Background: an optimization exercise with open tools, aiming at small area. Do not read the settings as production practice. In this exercise RTL edits were held to simulation tests only and were not proved equivalent to the original. No driver is modelled on the clock port, so clocking that relies on it looks cheaper here than on a real chip. Power and IR drop assume default switching activity.

== run 5 ==
## uart_stopwatch
module uart_stopwatch(
    input clk, rst_n,
    input rx,
    output [7:0] seg_out,
    output [7:0] sel_out,
    output tx
);
    wire s_tick, fire, lock, q_empty, q_full, tx_done;
    wire [2:0] rb;
    wire [3:0] code, head;
    wire [3:0] d0, s0, m0, h0;
    wire [2:0] s1, m1;
    wire [1:0] h1;
    wire cmd_c;
    wire up, go;
    wire [4:0] bcnt;
    sw_baud u_baud(.clk(clk), .rst_n(rst_n), .s_tick(s_tick), .bcnt(bcnt));
    sw_rx u_rx(.clk(clk), .rst_n(rst_n), .rx(rx), .s_tick(s_tick), .fire(fire), .rb(rb));
    sw_ctrl u_ctrl(.clk(clk), .rst_n(rst_n), .fire(fire), .rb(rb), .bcnt(bcnt), .cmd_c(cmd_c), .up(up), .go(go),
                   .lock(lock), .d0(d0), .s0(s0), .s1(s1), .m0(m0), .m1(m1), .h0(h0), .h1(h1), .code(code));
    sw_time u_time(.clk(clk), .rst_n(rst_n), .clr(cmd_c), .up(up), .go(go),
                   .d0(d0), .s0(s0), .s1(s1), .m0(m0), .m1(m1), .h0(h0), .h1(h1));
    sw_txq u_txq(.clk(clk), .rst_n(rst_n), .wr(lock), .code(code), .rd(tx_done),
                 .head(head), .empty(q_empty), .full(q_full));
  ...
export LEC_CHECK = 0
export CAP_MARGIN = 20
export CORE_MARGIN = 2
export CORE_UTILIZATION = 40
export PLACE_DENSITY = 0.6
export SLEW_MARGIN = 20
create_clock -name core_clock -period 10.0 [get_ports {clk}]
standard.sh (not shown) runs the stock make flow with config.mk's settings and CLKGATE_MAP_FILE= SYNTH_SCRIPT=/design/flow/synth_recipe.tcl, a recipe that flattens the netlist after the stock synthesis.
==> flow/flow/run.sh <==
#!/bin/bash
# Own layout flow: the standard ORFS flow (standard.sh) with
#  * an area-oriented ABC script (flow/area.abc) for the combinational logic;
#    registers are mapped by the standard synthesis script, unchanged;
#  * a clock tree of clkbuf_8 without dummy loads;
#  * minimum-size port buffers (buf_1) on every input and output.
# Each tool's output goes to a log file in this folder (ORFS also keeps its
# per-step logs under orfs/logs/).
set -euo pipefail
work=$(pwd)

# Synthesis script: synth_recipe.tcl with Yosys's abc call given our script.
{
  head -n 1 synth_recipe.tcl
  cat <<EOT
proc abc {args} {
  set i [lsearch \$args -script]
  lset args [expr {\$i + 1}] $work/flow/area.abc
  yosys abc {*}\$args
}
EOT
  tail -n +2 synth_recipe.tcl
} > own_synth.tcl
sed "s#$work/synth_recipe.tcl#$work/own_synth.tcl#" standard.sh > own_standard.sh
grep -q own_synth.tcl own_standard.sh

bash own_standard.sh \
  "CTS_ARGS=-sink_clustering_enable -repair_clock_nets -dont_use_dummy_load -sink_clustering_size 30 -sink_clustering_max_diameter 100 -buf_list sky130_fd_sc_hd__clkbuf_8" \
  "BUFFER_PORTS_ARGS=-buffer_cell sky130_fd_sc_hd__buf_1" \
  finish > flow_make.log 2>&1
test -s out/final.def
==> flow/flow/area.abc <==
&get -n
&st
&dc2
&dch
&nf -R 1000
&put
Input changes introduced in run 2 (baseline for comparison: run 5):
diff --git a/flow/flow/run.sh b/flow/flow/run.sh
--- a/flow/flow/run.sh
+++ b/flow/flow/run.sh
@@ -4,3 +4,4 @@
 #    registers are mapped by the standard synthesis script, unchanged;
-#  * a clock tree of clkbuf_8 without dummy loads;
+#  * a clock tree of clkbuf_4 without dummy loads, where a buffer whose
+#    loads see too slow a clock edge becomes clkbuf_8 (flow/cts_fix.tcl);
 #  * minimum-size port buffers (buf_1) on every input and output.
@@ -27,3 +28,4 @@
 bash own_standard.sh \
-  "CTS_ARGS=-sink_clustering_enable -repair_clock_nets -dont_use_dummy_load -sink_clustering_size 30 -sink_clustering_max_diameter 100 -buf_list sky130_fd_sc_hd__clkbuf_8" \
+  "CTS_ARGS=-sink_clustering_enable -repair_clock_nets -dont_use_dummy_load -sink_clustering_size 30 -sink_clustering_max_diameter 100 -buf_list sky130_fd_sc_hd__clkbuf_4" \
+  "POST_CTS_TCL=$work/flow/cts_fix.tcl" \
   "BUFFER_PORTS_ARGS=-buffer_cell sky130_fd_sc_hd__buf_1" \
==> flow/flow/cts_fix.tcl (new file) <==
# POST_CTS hook: the clock tree is built from clkbuf_4; a clock buffer whose
# loads see a slew above 110 ps is swapped to clkbuf_8, then the placement is
# legalized again.
proc clk_fix {target bigmaster} {
  set block [ord::get_db_block]
  set big [[ord::get_db] findMaster $bigmaster]
  for {set iter 0} {$iter < 5} {incr iter} {
    set changed 0
    estimate_parasitics -placement
    foreach inst [$block getInsts] {
      set m [[$inst getMaster] getName]
      if {![string match "sky130_fd_sc_hd__clkbuf_*" $m] || $m eq $bigmaster} continue
      set onet [[$inst findITerm X] getNet]
      if {$onet eq "NULL" || [$onet getSigType] ne "CLOCK"} continue
      set worst 0
      foreach it [$onet getITerms] {
        if {[$it isOutputSignal]} continue
        set pin [get_pins -quiet [$it getName /]]
        if {$pin eq ""} continue
        foreach x {slew_max_rise slew_max_fall} {
          set s [get_property $pin $x]
          if {$s > $worst} { set worst $s }
        }
      }
      if {$worst > $target} {
        puts "clk_fix: [$inst getName] $m -> $bigmaster (slew [format %.3f $worst])"
        $inst swapMaster $big
        set changed 1
      }
    }
    if {!$changed} break
  }
}
clk_fix 0.110 sky130_fd_sc_hd__clkbuf_8
detailed_placement
check_placement -verbose
estimate_parasitics -placement
--- outcome ---
In run 2, fraction of area in multi-input gates is higher than in run 5.
[compare] base=run 5 new=run 2: wire length on met1 closely matched the old numbers, wire length of the first global-routing pass closely matched the old numbers.
The standard cells in run 2 occupy less silicon area than those in run 5 do.
There was hardly any difference in worst setup slack for register-to-register paths between run 5 and run 2.
Run 2: portion of the clock cycle consumed by the worst path in the final layout lower than run 5
Net switching power of the design shrinks by a few percent when moving from run 5 to run 2.
From run 5 to run 2 the numbers moved as follows: leakage dissipation now sits lower, first-iteration DRC count has decreased, total power lost 6.2%.

re-timing with driven ports:
In the flow no input, the clock included, has a driving cell. The finished layouts below were timed again as built, in two steps. Step 1, drivers: a clkbuf_16 drives clk and a buf_2 each remaining input, both assumed. Step 2 also shifts input and output timing later by t, the mid clock arrival at the registers, as if the neighbouring blocks saw the same clock. Three values: no drivers, after step 1, after step 2; two values: the first two.
run	shift t [ns]	setup WS [ns]	slew at the worst register clock pin (ns)	pins driven straight from the clock port
run 5	0.479	5.271 / 5.231 / 5.311	0.08 / 0.08	1
run 2	0.449	5.290 / 5.252 / 5.323	0.10 / 0.10	1
After both steps every run listed still meets setup and hold.
